From an optimization exercise on the open Yosys and OpenROAD flow, aimed at small area, a short achievable clock period and few clock cycles per item; shortcuts taken in it are not production practice. RTL that was checked went through simulation tests only; none was proved equivalent to the original.

## willow
==> flow/design.v (excerpt) <==
module geofence (clk,
                 reset,
                 X,
                 Y,
                 valid,
                 is_inside);
Size: ~16,000 um2 of cells after synthesis.
export LEC_CHECK = 0
export CAP_MARGIN = 20
export CORE_MARGIN = 2
export CORE_UTILIZATION = 40
export SETUP_SLACK_MARGIN = 3.0
export SLEW_MARGIN = 20
export SYNTH_HIERARCHICAL = 1
export SYNTH_MINIMUM_KEEP_SIZE = 0
create_clock -name core_clock -period 7.5 [get_ports {clk}]
run.sh (not shown) runs the stock make flow with config.mk's settings and CLKGATE_MAP_FILE= SYNTH_SCRIPT=/design/flow/synth_recipe.tcl, a recipe that flattens the netlist after the stock synthesis.
willow finished every step from synthesis to the final layout, and the layout passed the timing, DRC and antenna checks.
Inputs modified between willow and indigo:
Settings: SETUP_SLACK_MARGIN now 2.0, was 3.0.
### Flow results
- In the reports for willow and indigo, the smaller setup slack belongs to indigo.
- On initial standard-cell utilization of the core, willow and indigo are neck and neck.
- Quantity of gates resized following cts: indigo vs willow up about 60%
No functional check of the RTL was part of any run of this note.


geofence, a different RTL version from the one above (not shown whole).
Size in the first run: ~1500 cells after synthesis, roughly 24 I/O pins.
make LEC_CHECK=0 CAP_MARGIN=20 CORE_MARGIN=2 CORE_UTILIZATION=40 SETUP_SLACK_MARGIN=2.5 SLEW_MARGIN=20 SYNTH_HIERARCHICAL=1 SYNTH_MINIMUM_KEEP_SIZE=0 finish   # period 7.5 ns
Testbench counts at the start, summed over its fixed seeds: cycles 28,800, tests 3,200.
Then changed:
Settings changed: PLACE_DENSITY set to 0.8, SETUP_SLACK_MARGIN 2.5 to 2.0.
=> Non-clock buffer count is lower by 1; wire length is higher by 3.9%; cell count is about the same; core utilization is lower by 0.41 points; design area is lower by 0.88%; worst setup slack gets worse by 0.25 ns; register-to-register slack gets worse by 0.25 ns; count of clock-buffer cells in the layout is lower by 2; die area is unchanged.
Then changed:
Settings changed: CORE_UTILIZATION 40 to 60, PLACE_DENSITY 0.8 to not set.
The new run finished with timing, DRC and antenna clean.
Die area decreases by a quarter to a third.
Sequential share of layout area increases by 0.15 points.
Global-route usage increases by 9.3 points.
Critical path depth decreases by 3.
Worst setup slack gains 0.18 ns.
Cell count decreases by a little under a tenth.
Wire length decreases by a few percent.
Then changed:
Settings changed: CORE_UTILIZATION 60 to 40, CTS_BUF_LIST set to sky130_fd_sc_hd__clkbuf_4 sky130_fd_sc_hd__clkbuf_8.
The new run completed with no timing, DRC or antenna violations.
Wire length is higher by 2.0%.
Maximum frequency is higher by 1.2%.


Setup of before:
geofence, a different RTL version from the one above (not shown whole).
For scale: roughly 1,300 cells after synthesis.
==> flow/config.mk <==
export PLATFORM = sky130hd
export DESIGN_NAME = geofence
export DESIGN_NICKNAME = geofence
export VERILOG_FILES = /design/flow/design.v
export SDC_FILE = /design/flow/constraint.sdc
export NUM_CORES = 4
export LEC_CHECK = 0
export CAP_MARGIN = 20
export CORE_MARGIN = 2
export CORE_UTILIZATION = 40
export CTS_BUF_LIST = sky130_fd_sc_hd__clkbuf_4 sky130_fd_sc_hd__clkbuf_8
export SETUP_SLACK_MARGIN = 2.0
export SLEW_MARGIN = 20
export SYNTH_HIERARCHICAL = 1
export SYNTH_MINIMUM_KEEP_SIZE = 0
==> flow/constraint.sdc <==
create_clock -name core_clock -period 7.5 [get_ports {clk}]
set_input_delay 1.5000 -clock core_clock [delete_from_list [all_inputs] [get_ports {clk}]]
set_output_delay 1.5000 -clock core_clock [all_outputs]
set_load 0.01 [all_outputs]
Testbench counts of before, summed over its fixed seeds: cycles 28,800, tests 3,200.
## Diff of input files: after against before
diff --git a/flow/config.mk b/flow/config.mk
--- a/flow/config.mk
+++ b/flow/config.mk
@@ -12 +12 @@
-export SETUP_SLACK_MARGIN = 2.0
+export SETUP_SLACK_MARGIN = 3.0
after finished every step from synthesis to the final layout, and the layout passed the timing, DRC and antenna checks.
before finished every stage and its layout cleared the timing, DRC and antenna checks.
Compared before against after; cell area within noise.
Comparing after with before, the sequential fraction of total cell area came out essentially unchanged.
Between before and after, the proportion of layout cells with a drive suffix above 1 does not differ in any meaningful way.
before -> after: synthesized cell area delta 0, exact match
Per the comparison of after with before, post-layout utilization of the core level, number of placed instances, taps included ~0 delta, setup slack went down by 0.017 ns, clock period minus worst slack increased 0.017 ns.
As far as wire length is concerned, after and before perform about the same.


Setup of main:
Starting RTL as in the previous note.
Settings: LEC_CHECK=0, CAP_MARGIN=20, CORE_MARGIN=2, CORE_UTILIZATION=40, SETUP_SLACK_MARGIN=2.0, SLEW_MARGIN=20, SYNTH_HIERARCHICAL=1, SYNTH_MINIMUM_KEEP_SIZE=0; clock period 7.5 ns.
main: PASS, flow complete, no timing, DRC or antenna violations
Testbench counts of main, summed over its fixed seeds: cycles 28,800, tests 3,200.
## Diff of input files: the feature branch against main
Settings: setting CTS_BUF_LIST to sky130_fd_sc_hd__clkbuf_4 sky130_fd_sc_hd__clkbuf_8 for the first time; setting TNS_END_PERCENT to 10 for the first time.
### Flow results
The feature branch reached the final stage; the timing, DRC and antenna checks on its layout passed.
The feature branch against main: global placement routability congestion rose about 1.5%; setup slack fell 24 ps.
Going from main to the feature branch, number of instances resized during post-cts repair now smaller, number of diodes added for antenna fixing comparable, share of the clock period used by the worst path now larger, logic depth of the worst path, buffers included now smaller.
Total detailed-routing wirelength grows slightly when moving from main to the feature branch.


Another version of the RTL of geofence (not shown whole).
Size: roughly 1400 cells after synthesis, roughly 24 I/O pins, roughly 14000 um2 of cells after synthesis.
clock: 7.5 ns
lec_check: 0
cap_margin: 20
core_margin: 2
core_utilization: 40
cts_buf_list: sky130_fd_sc_hd__clkbuf_4 sky130_fd_sc_hd__clkbuf_8
setup_slack_margin: 2.5
slew_margin: 20
synth_hierarchical: 1
synth_minimum_keep_size: 0
Testbench counts at the start, summed over its fixed seeds: cycles 28,800, tests 3,200.
Change:
- SETUP_SLACK_MARGIN: 2.5 -> 1.75
Effect:
- core utilization shrinks by 3.4 points
- first-iteration DRC count shrinks by a quarter to a third
Change:
- SETUP_SLACK_MARGIN: 1.75 -> 1.5
First-iteration DRC count went up by 7.7%.
Area after synthesis stays the same.
Worst setup slack loses 150 ps.
Count of clock-buffer cells in the layout went down by 1.
Clock skew stays flat.
Change:
- SETUP_SLACK_MARGIN: 1.5 -> 2.0
After rerunning: The new run passed the timing, DRC and antenna checks; worst hold slack loses 24 ps; flip-flop and latch count does not change; via count rises by 5.5%.
Change:
- SETUP_SLACK_MARGIN: 2.0 -> 1.0
Outcome: Count of clock-buffer cells in the layout went up by 1; register-to-register slack is worse by 590 ps; final cell count came out lower by 6.0%; non-clock buffer count goes down by 112; synthesized area is unchanged; die area is unchanged; global-route usage decreases by 1.2 points; worst hold slack barely changes.


## JK
geofence, a different RTL version from the one above (not shown whole).
clock: 7.5 ns
lec_check: 0
cap_margin: 20
core_margin: 2
core_utilization: 50
cts_buf_list: sky130_fd_sc_hd__clkbuf_4 sky130_fd_sc_hd__clkbuf_8
setup_slack_margin: 1.5
slew_margin: 20
synth_hierarchical: 1
synth_minimum_keep_size: 0
Testbench counts of JK, summed over its fixed seeds: cycles 28,800, tests 3,200.
## Diff of input files: MS against JK
# JK
export LEC_CHECK = 0
export CAP_MARGIN = 20
export CORE_MARGIN = 2
export CORE_UTILIZATION = 50
export CTS_BUF_LIST = sky130_fd_sc_hd__clkbuf_4 sky130_fd_sc_hd__clkbuf_8
export SETUP_SLACK_MARGIN = 1.5
export SLEW_MARGIN = 20
export SYNTH_HIERARCHICAL = 1
export SYNTH_MINIMUM_KEEP_SIZE = 0
create_clock -name core_clock -period 7.5 [get_ports {clk}]
# MS
export LEC_CHECK = 0
export CAP_MARGIN = 20
export CORE_MARGIN = 2
export CORE_UTILIZATION = 40
export CTS_BUF_LIST = sky130_fd_sc_hd__clkbuf_4 sky130_fd_sc_hd__clkbuf_8
export SETUP_SLACK_MARGIN = 1.5
export SLEW_MARGIN = 20
export SYNTH_HIERARCHICAL = 1
export SYNTH_MINIMUM_KEEP_SIZE = 0
create_clock -name core_clock -period 7.5 [get_ports {clk}]
==> flow/flow/run.sh (new file) <==
#!/bin/bash
# The standard layout (standard.sh), with one change: the input and output
# ports are buffered with sky130_fd_sc_hd__buf_1 instead of the default port
# buffer cell. standard.sh's full output goes to flow.log; ORFS keeps each
# step's own log under orfs/logs/.
set -o pipefail
export BUFFER_PORTS_ARGS="-buffer_cell sky130_fd_sc_hd__buf_1"
bash standard.sh > flow.log 2>&1
==> flow/standard.sh (new file) <==
#!/bin/bash
# synth_recipe.tcl (not shown) runs the flow's synth.tcl, then flattens the netlist and writes it again
# the make line also repeats each setting of config.mk as NAME=value (left out here)
make -C /OpenROAD-flow-scripts/flow DESIGN_CONFIG=/design/flow/config.mk WORK_HOME=/design/flow/orfs CLKGATE_MAP_FILE= SYNTH_SCRIPT=/design/flow/synth_recipe.tcl "${@:-finish}"
removed: flow/run.sh
## What came out
- Looking at the reports, MS completed the entire flow and the layout it produced met the timing, DRC and antenna checks.
- Maximum fanout count along the critical path came out exactly the same in JK and MS.
- Of the two candidates, JK has the worse clock skew and MS the better one.
- Changes observed in MS relative to JK: final hold slack essentially unchanged; proportion of cell area occupied by multi-input gates decreased 0.84 points.
- Comparing JK against MS, there is no change at all in number of remaining DRC errors.
- Diff JK -> MS | area of all placed cells without fillers | up slightly
- Compared JK against MS; sequential share of layout area within noise.
- Share of the core filled with cells was higher in JK than in MS.
Edits applied to the flow inputs when going from MS to AL:
# MS
export LEC_CHECK = 0
export CAP_MARGIN = 20
export CORE_MARGIN = 2
export CORE_UTILIZATION = 40
export CTS_BUF_LIST = sky130_fd_sc_hd__clkbuf_4 sky130_fd_sc_hd__clkbuf_8
export SETUP_SLACK_MARGIN = 1.5
export SLEW_MARGIN = 20
export SYNTH_HIERARCHICAL = 1
export SYNTH_MINIMUM_KEEP_SIZE = 0
create_clock -name core_clock -period 7.5 [get_ports {clk}]
# AL
export LEC_CHECK = 0
export CAP_MARGIN = 20
export CORE_MARGIN = 2
export CORE_UTILIZATION = 40
export CTS_BUF_LIST = sky130_fd_sc_hd__clkbuf_4 sky130_fd_sc_hd__clkbuf_8
export SETUP_SLACK_MARGIN = 1.4
export SLEW_MARGIN = 20
export SYNTH_HIERARCHICAL = 1
export SYNTH_MINIMUM_KEEP_SIZE = 0
create_clock -name core_clock -period 7.5 [get_ports {clk}]
==> flow/run.sh (new file) <==
#!/bin/bash
# synth_recipe.tcl (not shown) runs the flow's synth.tcl, then flattens the netlist and writes it again
# the make line also repeats each setting of config.mk as NAME=value (left out here)
make -C /OpenROAD-flow-scripts/flow DESIGN_CONFIG=/design/flow/config.mk WORK_HOME=/design/flow/orfs CLKGATE_MAP_FILE= SYNTH_SCRIPT=/design/flow/synth_recipe.tcl finish
removed: flow/flow/run.sh
removed: flow/standard.sh
Final non-filler cell total of AL falls short of that of MS slightly. Comparing MS and AL, the lower transition time of the tightest slew-check pin was measured on MS. MS reports its worst setup path startpoint as sx[2] while AL reports ux[2]. Comparing MS and AL, the higher minimum clock period was measured on AL.
## Diff of input files: TR against AL
# AL
export LEC_CHECK = 0
export CAP_MARGIN = 20
export CORE_MARGIN = 2
export CORE_UTILIZATION = 40
export CTS_BUF_LIST = sky130_fd_sc_hd__clkbuf_4 sky130_fd_sc_hd__clkbuf_8
export SETUP_SLACK_MARGIN = 1.4
export SLEW_MARGIN = 20
export SYNTH_HIERARCHICAL = 1
export SYNTH_MINIMUM_KEEP_SIZE = 0
create_clock -name core_clock -period 7.5 [get_ports {clk}]
# TR
export LEC_CHECK = 0
export CAP_MARGIN = 20
export CORE_MARGIN = 2
export CORE_UTILIZATION = 40
export CTS_BUF_LIST = sky130_fd_sc_hd__clkbuf_4 sky130_fd_sc_hd__clkbuf_8
export SETUP_SLACK_MARGIN = 1.75
export SLEW_MARGIN = 20
export SYNTH_HIERARCHICAL = 1
export SYNTH_MINIMUM_KEEP_SIZE = 0
create_clock -name core_clock -period 7.5 [get_ports {clk}]
Results
- sky130_fd_sc_hd__fa_1 as the library cell contributing the largest single delay on the critical path was reported by AL, and sky130_fd_sc_hd__dfxtp_2 by TR.
- Looking at TR and AL, the clock-cell share of area is a wash.
- On wire length per cell after detailed routing, TR and AL are basically level.
- Status: clock tree skew after final layout parity (AL, TR)
- TR vs. AL: non-clock buffer count higher.
- Instance count on the critical path came out exactly the same in TR and AL.
- Side by side, post-cts repair resize count turned out higher in TR than in AL.
Here is what was changed in the inputs of PW compared with TR.
# TR
export LEC_CHECK = 0
export CAP_MARGIN = 20
export CORE_MARGIN = 2
export CORE_UTILIZATION = 40
export CTS_BUF_LIST = sky130_fd_sc_hd__clkbuf_4 sky130_fd_sc_hd__clkbuf_8
export SETUP_SLACK_MARGIN = 1.75
export SLEW_MARGIN = 20
export SYNTH_HIERARCHICAL = 1
export SYNTH_MINIMUM_KEEP_SIZE = 0
create_clock -name core_clock -period 7.5 [get_ports {clk}]
# PW
export LEC_CHECK = 0
export CAP_MARGIN = 20
export CORE_MARGIN = 2
export CORE_UTILIZATION = 40
export CTS_BUF_LIST = sky130_fd_sc_hd__clkbuf_4 sky130_fd_sc_hd__clkbuf_8
export SETUP_SLACK_MARGIN = 1.6
export SLEW_MARGIN = 20
export SYNTH_HIERARCHICAL = 1
export SYNTH_MINIMUM_KEEP_SIZE = 0
create_clock -name core_clock -period 7.5 [get_ports {clk}]
PW ended with less count of vias placed by the detailed router than TR.
Minimum period implied by the final worst setup slack (PW over TR): increase, 0.086 ns
Delta(cell area after layout, PW - TR) < 0
[PW] first-iteration detailed-routing DRC count rose 114 relative to TR
Delta(depth of the worst register-to-register path, PW - TR) < 0

## port drivers added, routing unchanged
Ports are ideal in the flow. The routed layouts listed here were re-timed in OpenROAD. Step 1 sets driving cells, clkbuf_16 on the clock port and buf_2 on the other inputs (assumed; they add their load-dependent delay and slew). Step 2, shift: input delay + t, output delay - t, t = (earliest + latest rising clock arrival at the registers) / 2. This alone moves slack from input paths to output paths. Slacks: no drivers / after step 1 / after step 2; pairs: no drivers / after step 1.
run | shift t [ns] | setup WS [ns] | worst setup path after step 2
willow | 0.465 | 1.779 / 1.779 / 1.779 | register to register
indigo | 0.462 | 1.722 / 1.722 / 1.722 | register to register
the first run of note 2 | 0.378 | 1.800 / 1.800 / 1.800 | register to register
the second run of note 2 | 0.383 | 1.551 / 1.551 / 1.551 | register to register
the third run of note 2 | 0.378 | 1.730 / 1.730 / 1.730 | register to register
the fourth run of note 2 | 0.389 | 1.797 / 1.797 / 1.797 | register to register
before | 0.420 | 1.618 / 1.618 / 1.618 | register to register
after | 0.415 | 1.601 / 1.601 / 1.601 | register to register
main | 0.390 | 1.624 / 1.624 / 1.624 | register to register
the feature branch | 0.420 | 1.601 / 1.601 / 1.601 | register to register
the first run of note 5 | 0.419 | 2.035 / 2.035 / 2.035 | register to register
the second run of note 5 | 0.403 | 1.922 / 1.922 / 1.922 | register to register
the third run of note 5 | 0.402 | 1.775 / 1.775 / 1.775 | register to register
the fourth run of note 5 | 0.397 | 1.915 / 1.915 / 1.915 | register to register
the fifth run of note 5 | 0.399 | 1.328 / 1.328 / 1.328 | register to register
JK | 0.395 | 1.722 / 1.722 / 1.722 | register to register
MS | 0.397 | 1.747 / 1.747 / 1.747 | register to register
AL | 0.396 | 1.682 / 1.682 / 1.682 | register to register
TR | 0.398 | 1.925 / 1.925 / 1.925 | register to register
PW | 0.397 | 1.839 / 1.839 / 1.839 | register to register
After both steps every run listed still meets setup and hold.
